Background: an optimization exercise with open tools, aiming at small area. Do not read the settings as production practice. Where RTL was checked, it was by simulation tests only, not by an equivalence proof against the original. Power is estimated from default activity; no workload was simulated.

## job 101
==> flow/design.v (excerpt) <==
module systolic_array_3x3(
    input clk,
    input rst,
    input [71:0] a,
    input [71:0] b,
    output [143:0] c
);
Settings: LEC_CHECK=0, CAP_MARGIN=20, CORE_MARGIN=2, CORE_UTILIZATION=40, CTS_BUF_LIST=sky130_fd_sc_hd__clkbuf_8, PLACE_DENSITY=0.6, SLEW_MARGIN=20, SYNTH_HIERARCHICAL=1, BUFFER_PORTS_ARGS=-buffer_cell sky130_fd_sc_hd__buf_1, CTS_ARGS=-sink_clustering_enable -repair_clock_nets -buf_list sky130_fd_sc_hd__clkbuf_8 -dont_use_dummy_load; clock period 8.0 ns.
standard.sh (not shown) runs the stock make flow with config.mk's settings and CLKGATE_MAP_FILE= SYNTH_SCRIPT=/design/flow/synth_recipe.tcl, a recipe that flattens the netlist after the stock synthesis.
==> flow/flow/run.sh <==
#!/bin/bash
# Own layout flow: the standard ORFS flow (standard.sh, unchanged synthesis),
# with the port buffers made from the smallest buffer cell instead of the
# default, and the clock tree built without dummy loads. ORFS keeps each
# step's log under orfs/logs/; make's own output goes to standard_flow.log.
set -euo pipefail
cat >> config.mk <<'EOM'
export BUFFER_PORTS_ARGS = -buffer_cell sky130_fd_sc_hd__buf_1
export CTS_ARGS = -sink_clustering_enable -repair_clock_nets -buf_list sky130_fd_sc_hd__clkbuf_8 -dont_use_dummy_load
EOM
bash standard.sh > standard_flow.log 2>&1
The following lists how job 102 was set up differently from job 101:
==> flow/flow/run.sh <==
#!/bin/bash
# Own layout flow: the standard ORFS flow (standard.sh, unchanged
# synthesis) with three placement/clock-tree settings changed:
#  - the port buffers use the smallest buffer cell instead of the default;
#  - the clock tree is built from clkbuf_8 cells without dummy loads;
#  - buffers that timing-driven global placement adds as a trial are not kept.
# ORFS keeps each step's full log under orfs/logs/; make's own output goes to
# standard_flow.log in this folder.
set -euo pipefail
cat >> config.mk <<'EOM'
export BUFFER_PORTS_ARGS = -buffer_cell sky130_fd_sc_hd__buf_1
export CTS_ARGS = -sink_clustering_enable -repair_clock_nets -buf_list sky130_fd_sc_hd__clkbuf_8 -dont_use_dummy_load
export GPL_KEEP_OVERFLOW = 0
EOM
bash standard.sh > standard_flow.log 2>&1
diff --git a/flow/config.mk b/flow/config.mk
--- a/flow/config.mk
+++ b/flow/config.mk
@@ -16 +16,2 @@
 export CTS_ARGS = -sink_clustering_enable -repair_clock_nets -buf_list sky130_fd_sc_hd__clkbuf_8 -dont_use_dummy_load
+export GPL_KEEP_OVERFLOW = 0
Job 102: no failed stages, no open violations at the end
Job 102 vs job 101, instance count: job 102 lower
Job 102 and job 101 ended up with nearly the same final design instance area without fill.
Power share of the combinational group on job 102 is down relative to job 101.
Compared with job 101, job 102 shows a lower critical path depth.
Job 102 ends up with a global-route met2 utilization that is 1.4 points lower than in job 101.
Job 102 reports its critical path capture point as c[31] while job 101 reports c[111].
Between job 102 and job 101, the critical path data arrival time is higher for job 102.
Function was not checked in any run of this note: the RTL went through the layout flow alone.

* * *

systolic_array_3x3, a different RTL version from the one above (not shown whole).
Size: about 1,500 cells after synthesis, ~180 flip-flops, about 290 I/O pins, roughly 18,000 um2 of cells after synthesis.
export LEC_CHECK = 0
export CAP_MARGIN = 20
export CORE_MARGIN = 2
export CORE_UTILIZATION = 40
export CTS_CLUSTER_DIAMETER = 300
export CTS_CLUSTER_SIZE = 50
export PLACE_DENSITY = 0.6
export SLEW_MARGIN = 20
export SYNTH_HIERARCHICAL = 1
export BUFFER_PORTS_ARGS = -buffer_cell sky130_fd_sc_hd__buf_1
create_clock -name core_clock -period 8.0 [get_ports {clk}]
==> flow/flow/run.sh <==
#!/bin/bash
# Own layout flow: the standard ORFS flow (standard.sh, unchanged synthesis),
# with the port buffers made from the smallest buffer cell instead of the
# default, and the clock tree built without dummy loads. Each tool's output goes
# to a log file in this work folder (ORFS also keeps its per-step logs under
# orfs/logs/).
set -euo pipefail
cat >> config.mk <<'EOM'
export BUFFER_PORTS_ARGS = -buffer_cell sky130_fd_sc_hd__buf_1
EOM
bash standard.sh > standard_flow.log 2>&1
The first run finished with setup timing left.
Edit:
==> flow/run.sh (new file) <==
#!/bin/bash
# synth_recipe.tcl (not shown) runs the flow's synth.tcl, then flattens the netlist and writes it again
# the make line also repeats each setting of config.mk as NAME=value (left out here)
make -C /OpenROAD-flow-scripts/flow DESIGN_CONFIG=/design/flow/config.mk WORK_HOME=/design/flow/orfs CLKGATE_MAP_FILE= SYNTH_SCRIPT=/design/flow/synth_recipe.tcl finish
--- a/flow/config.mk
+++ b/flow/config.mk
@@ -11,2 +10,0 @@
-export CTS_CLUSTER_DIAMETER = 300
-export CTS_CLUSTER_SIZE = 50
@@ -16 +13,0 @@
-export BUFFER_PORTS_ARGS = -buffer_cell sky130_fd_sc_hd__buf_1
removed: flow/flow/run.sh
removed: flow/standard.sh
After rerunning: This time the run finished clean; routed wire length rises slightly; synthesized area is unchanged; total power climbs by a little under a tenth; critical path depth decreases by 1; design area rises by a few percent; setup slack gets better by 0.066 ns; global-route usage came out higher by 0.25 points.

[static timing again, ports no longer ideal]
Ports are ideal in the flow. The routed layouts listed here were re-timed in OpenROAD.
Step 1 assumes that a clkbuf_16 drives the clock port and a buf_2 every other input.
Step 2, shift: input delay + t, output delay - t, t = (earliest + latest rising clock arrival at the registers) / 2. This alone moves slack from input paths to output paths.
Slacks: no drivers / after step 1 / after step 2; pairs: no drivers / after step 1.
| run | t, ns | setup WS [ns] | worst hold slack (ns) | latest minus earliest clock arrival (ns) | pins driven straight from the clock port |
|---|---|---|---|---|---|
| job 101 | 0.609 | 0.258 / 0.205 / 0.814 | 0.429 / 0.429 / 0.429 | 0.025 / 0.025 | 1 |
| job 102 | 0.613 | 0.244 / 0.193 / 0.778 | 0.427 / 0.427 / 0.427 | 0.032 / 0.031 | 1 |
| the first run of note 2 | 0.541 | -0.024 / -0.079 / 0.462 | 0.414 / 0.414 / 0.414 | 0.022 / 0.022 | 1 |
| the second run of note 2 | 0.541 | 0.042 / -0.012 / 0.529 | 0.403 / 0.403 / 0.403 | 0.015 / 0.016 | 1 |
